This is an optimization exercise on Yosys and OpenROAD, whose aim is small area, a short achievable clock period and few clock cycles per item, not a production implementation.
Only simulation tests tie the RTL to the original design; equivalence was not proved.

==> 08-15: inputs <==
## LCM
module LCM #(
    parameter DATA_WIDTH = 16
)(
    input                       clk,
    input                       rst_n,
    input                       en,
    input  [DATA_WIDTH-1:0]     a,
    input  [DATA_WIDTH-1:0]     b,
    output                      valid,
    output [DATA_WIDTH*2-1:0]   gcd,
    output [DATA_WIDTH*2-1:0]   lcm
);
==> module DIV, before the edit <==
module DIV #(
    parameter W  = 16,       
    parameter SH = 2,        
    parameter FIRST = 1      
)(
    input  [W-1:0]   m,
    input            xo,     
    input            yo,     
    input  [W-1:0]   x,
    input  [W-1:0]   y,
    input  [2*W-1:0] u,
    input  [2*W-1:0] v,
    output [W-1:0]   xn,
    output [W-1:0]   yn,
    output [2*W-1:0] un,
    output [2*W-1:0] vn,
    output           xon     
);
    wire both = xo & yo;
    wire [W-1:0] bx = ~(y & {W{xo}});
    wire [W-1:0] by = ~(x & {W{FIRST ? both : 1'b1}});
    wire [W:0]   cx, cy;
    wire [W-1:0] dx, dy;
    assign cx[0] = 1'b1;
    assign cy[0] = 1'b1;
    genvar i;
    generate
        for (i = 0; i < W; i++) begin : sub
            assign dx[i]   = x[i] ^ bx[i] ^ cx[i];
            assign cx[i+1] = (x[i] & bx[i]) | (cx[i] & (x[i] ^ bx[i]));
            assign dy[i]   = y[i] ^ by[i] ^ cy[i];
            assign cy[i+1] = (y[i] & by[i]) | (cy[i] & (y[i] ^ by[i]));
        end
    endgenerate
    wire swap = xo & (~yo | ~cx[W]);
    wire [W-1:0]   d = swap ? dy : dx;       
    wire [2*W-1:0] w = swap ? v : u;         
    wire t = (SH > 1) && ~|(d & (m << 1));
    assign xn  = t ? d >> 2 : d >> 1;
    assign xon = (SH > 1) ? (~t | |(d & (m << 2))) : |(d & (m << 1));
    assign un = t ? w << 2 : w << 1;
    assign yn = swap ? x : y;
    wire [2*W-1:0] ua = u & {2*W{xo}};
    wire [2*W:0]   cs;
    assign cs[0] = 1'b0;
    generate
        for (i = 0; i < 2*W; i++) begin : add
            assign vn[i]    = v[i] ^ ua[i] ^ cs[i];
            assign cs[i+1] = (v[i] & ua[i]) | (cs[i] & (v[i] ^ ua[i]));
        end
    endgenerate
endmodule
==> module LCM, before the edit <==
module LCM #(
    parameter DATA_WIDTH = 16
)(
    input                       clk,
    input                       rst_n,
    input                       en,
    input  [DATA_WIDTH-1:0]     a,
    input  [DATA_WIDTH-1:0]     b,
    output                      valid,
    output [DATA_WIDTH*2-1:0]   gcd,
    output [DATA_WIDTH*2-1:0]   lcm
);
    localparam W  = DATA_WIDTH;
    localparam NS = 4;               
    reg en_q, busy, valid_r;
    reg [W-1:0]   x, y;
    reg [2*W-1:0] u, v;
    wire start = en & ~en_q;
    wire load  = ~busy | valid_r;
    wire [W-1:0] o = x | y;
    wire [W-1:0] m;
    wire [W:0]   seen;               
    assign seen[0] = 1'b0;
    genvar j;
    generate
        for (j = 0; j < W; j++) begin : low
            assign m[j]      = o[j] & ~seen[j];
            assign seen[j+1] = o[j] | seen[j];
        end
    endgenerate
    wire [W-1:0]   xs [NS+1];
    wire [W-1:0]   ys [NS+1];
    wire [2*W-1:0] us [NS+1];
    wire [2*W-1:0] vs [NS+1];
    wire           xos[NS+1];
    assign xs[0] = x;
    assign ys[0] = y;
    assign us[0] = u;
    assign vs[0] = v;
    assign xos[0] = |(x & m);
    genvar i;
    generate
        for (i = 0; i < NS; i++) begin : step
            DIV #(.W(W), .FIRST(i == 0)) u_step (
                .m (m),
                .xo(xos[i]),
                .yo(i == 0 ? |(y & m) : 1'b1),
                .x (xs[i]), .y (ys[i]), .u (us[i]), .v (vs[i]),
                .xn(xs[i+1]), .yn(ys[i+1]), .un(us[i+1]), .vn(vs[i+1]),
                .xon(xos[i+1])
            );
        end
    endgenerate
    always_ff @(posedge clk, negedge rst_n) begin
        if (!rst_n) begin
            en_q    <= 1'b0;
            busy    <= 1'b0;
            valid_r <= 1'b0;
        end else begin
            en_q    <= en;
            busy    <= start | (busy & ~valid_r);
            valid_r <= busy & ~valid_r & ~|xs[NS];
        end
    end
    always_ff @(posedge clk) begin
        if (load) begin
            x <= a;
            y <= b;
            u <= {{W{1'b0}}, b};
            v <= '0;
        end else begin
            x <= xs[NS];
            y <= ys[NS];
            u <= us[NS];
            v <= vs[NS];
        end
    end
    assign valid = valid_r;
    assign gcd   = {{W{1'b0}}, y};
    assign lcm   = v;
endmodule
clock: 240.0 ns
lec_check: 0
abc_area: 1
cap_margin: 5
core_margin: 2
core_utilization: 60
slew_margin: 5
standard.sh (not shown) runs the stock make flow with config.mk's settings and CLKGATE_MAP_FILE= SYNTH_SCRIPT=/design/flow/synth_recipe.tcl, a recipe that flattens the netlist after the stock synthesis.
==> flow/flow/run.sh <==
#!/bin/bash
# Own layout flow: the standard synthesis, then ABC maps the
# combinational logic again for area with a few scripts (registers and
# adder cells untouched) and keeps the smallest result, then the standard
# ORFS flow from floorplan to finish, with buf_1 port buffers.
# Each tool writes its full output to a log file here.
set -euo pipefail
HERE=$(pwd)
R=$HERE/orfs/results/$FLOW_PLATFORM/LCM/base
LIB=$FLOW_HOME/platforms/$FLOW_PLATFORM/lib/sky130_fd_sc_hd__tt_025C_1v80.lib

bash standard.sh synth > log_synth.txt 2>&1
cp "$R/1_2_yosys.v" "$HERE/std_synth.v"

# combinational cells as logic, for ABC to map again
python3 flow/genmap.py "$LIB" comb_map.v > log_genmap.txt 2>&1
DU=$(make -s -C "$FLOW_HOME" DESIGN_CONFIG="$HERE/config.mk" WORK_HOME="$HERE/orfs" print-DONT_USE_CELLS 2>/dev/null | sed -n 's/^DONT_USE_CELLS: //p')
DUARGS=""
for c in $DU; do DUARGS="$DUARGS -dont_use $c"; done

SCRIPTS="c4 e2 b4 e1 e5 b3"
remap() {  # remap SCRIPT: writes remap_SCRIPT.v and remap_SCRIPT.area
  local s=$1
  cat > remap_$s.ys <<E2
read_liberty -lib $LIB
read_verilog $HERE/std_synth.v
hierarchy -top $FLOW_TOP
techmap -map $HERE/comb_map.v
techmap
opt -fast
abc -script $HERE/flow/$s.abc -liberty $LIB $DUARGS -D 240000
opt_clean -purge
hilomap -singleton -hicell sky130_fd_sc_hd__conb_1 HI -locell sky130_fd_sc_hd__conb_1 LO
splitnets
opt_clean -purge
tee -o $HERE/remap_$s.stat stat -liberty $LIB
check -assert -mapped
write_verilog -noattr -nohex -nodec $HERE/remap_$s.v
E2
  if yosys -s remap_$s.ys > log_remap_$s.txt 2>&1; then
    sed -n "s/.*Chip area for module '.$FLOW_TOP': *//p" remap_$s.stat > remap_$s.area
  fi
}
for s in $SCRIPTS; do remap $s & done
wait
best=""; besta=""
for s in $SCRIPTS; do
  [[ -s remap_$s.area ]] || continue
  a=$(cat remap_$s.area)
  if [[ -z "$best" ]] || awk -v a="$a" -v b="$besta" 'BEGIN{exit !(a<b)}'; then best=$s; besta=$a; fi
done
echo "best remap: $best $besta" | tee log_remap_choice.txt
if [[ -n "$best" ]]; then
  cp remap_$best.v "$R/1_2_yosys.v"
  touch "$R/1_2_yosys.v"
fi

export BUFFER_PORTS_ARGS="-buffer_cell sky130_fd_sc_hd__buf_1"
bash standard.sh finish > log_finish.txt 2>&1
==> flow/flow/b3.abc <==
strash
dc2
dch -f
map -a
mfs2 -a
strash
dch -f
map -a
mfs2 -a
&get -n
&st
&dch -f
&nf -R 1000
&put
topo
==> flow/flow/b4.abc <==
strash
&get -n
&st
&dch
&nf -p -R 1000
&put
mfs2
&get -n
&st
&dch
&nf -p -R 1000
&put
topo
==> flow/flow/c4.abc <==
strash
dch
amap
mfs2
&get -n
&st
&dch
&nf -R 1000
&put
mfs2
&get -n
&st
&dch
&nf -R 1000
&put
topo
==> flow/flow/e1.abc <==
strash
dch
amap
mfs2
&get -n
&st
&dch
&nf -R 1000
&put
mfs2
&get -n
&st
&dch
&nf -R 1000
&put
mfs2
&get -n
&st
&dch
&nf -R 1000
&put
topo
==> flow/flow/e2.abc <==
strash
dch -f
amap
mfs2
&get -n
&st
&dch -f
&nf -R 1000
&put
mfs2
&get -n
&st
&dch -f
&nf -R 1000
&put
topo
==> flow/flow/e5.abc <==
strash
&get -n
&st
&dc2
&put
dch
amap
mfs2
&get -n
&st
&dch
&nf -R 1000
&put
mfs2
&get -n
&st
&dch
&nf -R 1000
&put
topo
==> flow/flow/genmap.py <==
import re,sys
lib=open(sys.argv[1]).read()
# cells kept as they are: adders, tie cells and anything not for logic
keep=['sky130_fd_sc_hd__fa_','sky130_fd_sc_hd__ha_','sky130_fd_sc_hd__conb','sky130_fd_sc_hd__lpflow','sky130_fd_sc_hd__probe']
out=[]
starts=[m for m in re.finditer(r'\n\s*cell\s*\(\s*"?(sky130_fd_sc_hd__\w+)"?\s*\)',lib)]
for k,m in enumerate(starts):
    name=m.group(1)
    body=lib[m.end(): starts[k+1].start() if k+1<len(starts) else len(lib)]
    if re.search(r'\b(ff|latch|statetable)\s*\(',body): continue
    if any(name.startswith(p) for p in keep): continue
    pins=re.findall(r'pin\s*\(\s*"?(\w+)"?\s*\)\s*\{(.*?)\n\s{8}\}',body,re.S)
    ins=[];outs=[]
    for pn,pb in pins:
        d=re.search(r'direction\s*:\s*"?(\w+)',pb)
        if not d: continue
        if d.group(1)=='input': ins.append(pn)
        elif d.group(1)=='output':
            f=re.search(r'function\s*:\s*"([^"]*)"',pb)
            if not f: break
            outs.append((pn,f.group(1)))
    else:
        if not outs: continue
        ex=[]
        for pn,f in outs:
            f=f.replace('!','~').replace('+','|').replace('*','&')
            ex.append(f"  assign {pn} = {f};")
        out.append(f"module {name}({','.join(ins+[o for o,_ in outs])});\n"+''.join(f"  input {i};\n" for i in ins)+''.join(f"  output {o};\n" for o,_ in outs)+'\n'.join(ex)+"\nendmodule\n")
open(sys.argv[2],'w').write('\n'.join(out))
print(len(out))
==> 05-27 (differences from 08-15) <==
--- a/flow/design.v
+++ b/flow/design.v
@@ -1,10 +1,8 @@
 module DIV #(
     parameter W  = 16,       
-    parameter SH = 2,        
-    parameter FIRST = 1      
+    parameter SH = 2         
 )(
     input  [W-1:0]   m,
-    input            xo,     
     input            yo,     
     input  [W-1:0]   x,
     input  [W-1:0]   y,
@@ -13,12 +11,12 @@
     output [W-1:0]   xn,
     output [W-1:0]   yn,
     output [2*W-1:0] un,
-    output [2*W-1:0] vn,
-    output           xon     
+    output [2*W-1:0] vn
 );
+    wire xo   = |(x & m);
     wire both = xo & yo;
-    wire [W-1:0] bx = ~(y & {W{xo}});
-    wire [W-1:0] by = ~(x & {W{FIRST ? both : 1'b1}});
+    wire [W-1:0] bx = ~(y & {W{both}});
+    wire [W-1:0] by = ~(x & {W{both}});
     wire [W:0]   cx, cy;
     wire [W-1:0] dx, dy;
     assign cx[0] = 1'b1;
@@ -36,8 +34,7 @@
     wire [W-1:0]   d = swap ? dy : dx;       
     wire [2*W-1:0] w = swap ? v : u;         
     wire t = (SH > 1) && ~|(d & (m << 1));
-    assign xn  = t ? d >> 2 : d >> 1;
-    assign xon = (SH > 1) ? (~t | |(d & (m << 2))) : |(d & (m << 1));
+    assign xn = t ? d >> 2 : d >> 1;
     assign un = t ? w << 2 : w << 1;
     assign yn = swap ? x : y;
     wire [2*W-1:0] ua = u & {2*W{xo}};
@@ -84,22 +81,18 @@
     wire [W-1:0]   ys [NS+1];
     wire [2*W-1:0] us [NS+1];
     wire [2*W-1:0] vs [NS+1];
-    wire           xos[NS+1];
     assign xs[0] = x;
     assign ys[0] = y;
     assign us[0] = u;
     assign vs[0] = v;
-    assign xos[0] = |(x & m);
     genvar i;
     generate
         for (i = 0; i < NS; i++) begin : step
-            DIV #(.W(W), .FIRST(i == 0)) u_step (
+            DIV #(.W(W)) u_step (
                 .m (m),
-                .xo(xos[i]),
                 .yo(i == 0 ? |(y & m) : 1'b1),
                 .x (xs[i]), .y (ys[i]), .u (us[i]), .v (vs[i]),
-                .xn(xs[i+1]), .yn(ys[i+1]), .un(us[i+1]), .vn(vs[i+1]),
-                .xon(xos[i+1])
+                .xn(xs[i+1]), .yn(ys[i+1]), .un(us[i+1]), .vn(vs[i+1])
             );
         end
     endgenerate
==> flow/flow/run.sh (replaced) <==
#!/bin/bash
# Own layout flow: the standard synthesis, then ABC re-maps the
# combinational logic for area (registers and adder cells untouched), then
# the standard ORFS flow from floorplan to finish, with plain buf_1 port
# buffers. Each tool writes its full output to a log here.
set -euo pipefail
HERE=$(pwd)
R=$HERE/orfs/results/$FLOW_PLATFORM/LCM/base
LIB=$FLOW_HOME/platforms/$FLOW_PLATFORM/lib/sky130_fd_sc_hd__tt_025C_1v80.lib

bash standard.sh synth > log_synth.txt 2>&1

# combinational cells as logic, for ABC to map again
python3 flow/genmap.py "$LIB" comb_map.v > log_genmap.txt 2>&1
DU=$(make -s -C "$FLOW_HOME" DESIGN_CONFIG="$HERE/config.mk" WORK_HOME="$HERE/orfs" print-DONT_USE_CELLS 2>/dev/null | sed -n 's/^DONT_USE_CELLS: //p')
DUARGS=""
for c in $DU; do DUARGS="$DUARGS -dont_use $c"; done
cp "$R/1_2_yosys.v" "$HERE/std_synth.v"
cat > remap.ys <<E2
read_liberty -lib $LIB
read_verilog $HERE/std_synth.v
hierarchy -top $FLOW_TOP
techmap -map $HERE/comb_map.v
techmap
opt -fast
abc -script $HERE/flow/area.abc -liberty $LIB $DUARGS -D 240000
opt_clean -purge
hilomap -singleton -hicell sky130_fd_sc_hd__conb_1 HI -locell sky130_fd_sc_hd__conb_1 LO
splitnets
opt_clean -purge
tee -o $HERE/remap_stat.txt stat -liberty $LIB
check -assert -mapped
write_verilog -noattr -nohex -nodec $HERE/remap.v
E2
yosys -s remap.ys > log_remap.txt 2>&1
cp remap.v "$R/1_2_yosys.v"
touch "$R/1_2_yosys.v"

export BUFFER_PORTS_ARGS="-buffer_cell sky130_fd_sc_hd__buf_1"
bash standard.sh finish > log_finish.txt 2>&1
==> flow/flow/area.abc (new file) <==
strash
dch
map -a
mfs2
&get -n
&st
&dch
&nf -R 1000
&put
mfs2
&get -n
&st
&dch
&nf -R 1000
&put
topo
--- a/flow/config.mk
+++ b/flow/config.mk
@@ -6,7 +6,7 @@
 export NUM_CORES = 4
 export LEC_CHECK = 0
 export ABC_AREA = 1
-export CAP_MARGIN = 5
+export CAP_MARGIN = 20
 export CORE_MARGIN = 2
-export CORE_UTILIZATION = 60
-export SLEW_MARGIN = 5
+export CORE_UTILIZATION = 40
+export SLEW_MARGIN = 20
removed: flow/flow/b3.abc
removed: flow/flow/b4.abc
removed: flow/flow/c4.abc
removed: flow/flow/e1.abc
removed: flow/flow/e2.abc
removed: flow/flow/e5.abc
==> 03-07 (differences from 08-15) <==
--- a/flow/design.v
+++ b/flow/design.v
@@ -1,11 +1,8 @@
 module DIV #(
     parameter W  = 16,       
-    parameter SH = 2,        
-    parameter FIRST = 1      
+    parameter SH = 2         
 )(
     input  [W-1:0]   m,
-    input            xo,     
-    input            yo,     
     input  [W-1:0]   x,
     input  [W-1:0]   y,
     input  [2*W-1:0] u,
@@ -13,12 +10,13 @@
     output [W-1:0]   xn,
     output [W-1:0]   yn,
     output [2*W-1:0] un,
-    output [2*W-1:0] vn,
-    output           xon     
+    output [2*W-1:0] vn
 );
+    wire xo   = |(x & m);
+    wire yo   = |(y & m);
     wire both = xo & yo;
-    wire [W-1:0] bx = ~(y & {W{xo}});
-    wire [W-1:0] by = ~(x & {W{FIRST ? both : 1'b1}});
+    wire [W-1:0] bx = ~(y & {W{both}});
+    wire [W-1:0] by = ~(x & {W{both}});
     wire [W:0]   cx, cy;
     wire [W-1:0] dx, dy;
     assign cx[0] = 1'b1;
@@ -36,17 +34,17 @@
     wire [W-1:0]   d = swap ? dy : dx;       
     wire [2*W-1:0] w = swap ? v : u;         
     wire t = (SH > 1) && ~|(d & (m << 1));
-    assign xn  = t ? d >> 2 : d >> 1;
-    assign xon = (SH > 1) ? (~t | |(d & (m << 2))) : |(d & (m << 1));
+    assign xn = t ? d >> 2 : d >> 1;
     assign un = t ? w << 2 : w << 1;
     assign yn = swap ? x : y;
+    wire [2*W-1:0] va = v & {2*W{yo}};
     wire [2*W-1:0] ua = u & {2*W{xo}};
     wire [2*W:0]   cs;
     assign cs[0] = 1'b0;
     generate
         for (i = 0; i < 2*W; i++) begin : add
-            assign vn[i]    = v[i] ^ ua[i] ^ cs[i];
-            assign cs[i+1] = (v[i] & ua[i]) | (cs[i] & (v[i] ^ ua[i]));
+            assign vn[i]    = va[i] ^ ua[i] ^ cs[i];
+            assign cs[i+1] = (va[i] & ua[i]) | (cs[i] & (va[i] ^ ua[i]));
         end
     endgenerate
 endmodule
@@ -63,7 +61,7 @@
     output [DATA_WIDTH*2-1:0]   lcm
 );
     localparam W  = DATA_WIDTH;
-    localparam NS = 4;               
+    localparam NS = 2;               
     reg en_q, busy, valid_r;
     reg [W-1:0]   x, y;
     reg [2*W-1:0] u, v;
@@ -84,22 +82,17 @@
     wire [W-1:0]   ys [NS+1];
     wire [2*W-1:0] us [NS+1];
     wire [2*W-1:0] vs [NS+1];
-    wire           xos[NS+1];
     assign xs[0] = x;
     assign ys[0] = y;
     assign us[0] = u;
     assign vs[0] = v;
-    assign xos[0] = |(x & m);
     genvar i;
     generate
         for (i = 0; i < NS; i++) begin : step
-            DIV #(.W(W), .FIRST(i == 0)) u_step (
+            DIV #(.W(W)) u_step (
                 .m (m),
-                .xo(xos[i]),
-                .yo(i == 0 ? |(y & m) : 1'b1),
                 .x (xs[i]), .y (ys[i]), .u (us[i]), .v (vs[i]),
-                .xn(xs[i+1]), .yn(ys[i+1]), .un(us[i+1]), .vn(vs[i+1]),
-                .xon(xos[i+1])
+                .xn(xs[i+1]), .yn(ys[i+1]), .un(us[i+1]), .vn(vs[i+1])
             );
         end
     endgenerate
==> flow/run.sh (new file) <==
#!/bin/bash
# synth_recipe.tcl (not shown) runs the flow's synth.tcl, then flattens the netlist and writes it again
# the make line also repeats each setting of config.mk as NAME=value (left out here)
make -C /OpenROAD-flow-scripts/flow DESIGN_CONFIG=/design/flow/config.mk WORK_HOME=/design/flow/orfs CLKGATE_MAP_FILE= SYNTH_SCRIPT=/design/flow/synth_recipe.tcl finish
==> flow/config.mk (replaced) <==
export PLATFORM = sky130hd
export DESIGN_NAME = LCM
export DESIGN_NICKNAME = LCM
export VERILOG_FILES = /design/flow/design.v
export SDC_FILE = /design/flow/constraint.sdc
export NUM_CORES = 4
export LEC_CHECK = 0
export CAP_MARGIN = 20
export CORE_MARGIN = 2
export CORE_UTILIZATION = 40
export SLEW_MARGIN = 20
removed: flow/flow/run.sh
removed: flow/flow/b3.abc
removed: flow/flow/b4.abc
removed: flow/flow/c4.abc
removed: flow/flow/e1.abc
removed: flow/flow/e2.abc
removed: flow/flow/e5.abc
removed: flow/flow/genmap.py
removed: flow/standard.sh
==> results.txt <==
| quantity | 03-07 | 05-27 | 08-15 |
|---|---|---|---|
| Outcome | finished clean | finished clean | finished clean |
| Source of the worst register-to-register timing path | y[5] | y[0] | y[0] |
| Height of the chip | 167 microns | 189 microns | 155 microns |
| Worst hold margin | 448 ps | 429 ps | 421 ps |
| Synth Instances | 1,408 | 1,553 | 1,511 |
| Non-filler cells, final | 1,774 | 2,142 | 1,933 |
| Total cell area at the placement stage | 11,600 sq um | 14,900 sq um | 14,600 sq um |
| Multi-input gate share of the layout cell area | 0.680 | 0.758 | 0.767 |
| Critical Path Sink Type | primary output | flip-flop | primary output |
| Area occupied by multi-input gates | 8110 sq um | 11,500 sq um | 11,400 sq um |
| Critical path endpoint | gcd[3] | v[31] | gcd[14] |
| Clock transition at the registers of the reported paths | 70 ps | 80 ps | 70 ps |
| Post-layout utilization of the core | 0.458 | 0.452 | 0.665 |
| Total GRT Usage | 0.245 | 0.261 | 0.341 |
| Number of buffers and inverters on the critical path | 1 | 12 | 1 |
| Slack of the worst reg-to-reg path | 214,720 ps | 189,270 ps | 192,190 ps |
Testbench counts of 08-15, summed over its fixed seeds: cycles 7,949, items 1,600.
Testbench counts of 05-27, summed over its fixed seeds: cycles 7,949, items 1,600.
Testbench counts of 03-07, summed over its fixed seeds: cycles 13,518, items 1,600.

afterwards: timing with drivers on the ports:
In the flow no input, the clock included, has a driving cell. The finished layouts below were timed again as built, in two steps.
Step 1 (the two cells are an assumption about what drives the block):
set clk [get_ports {clk}]
set_driving_cell -lib_cell sky130_fd_sc_hd__clkbuf_16 $clk
set_driving_cell -lib_cell sky130_fd_sc_hd__buf_2 [delete_from_list [all_inputs] $clk]
Step 2 times the ports against the registers' clock, not the clock port: input delays grow and output delays shrink by t, the midpoint of the rising clock arrivals with the driver on.
a / b / c = ideal ports / drivers / drivers and shift; a / b = the first two.
run	shift t [ns]	setup WS [ns]	hold slack, ns	latest minus earliest clock arrival (ns)	cell pins on the clock port's net
08-15	0.405	190.891 / 190.839 / 191.244	0.421 / 0.421 / 0.421	0.008 / 0.008	1
05-27	0.425	189.267 / 189.267 / 189.267	0.429 / 0.429 / 0.429	0.020 / 0.020	1
03-07	0.412	190.445 / 190.397 / 190.809	0.448 / 0.448 / 0.448	0.014 / 0.014	1
After both steps every run listed still meets setup and hold.
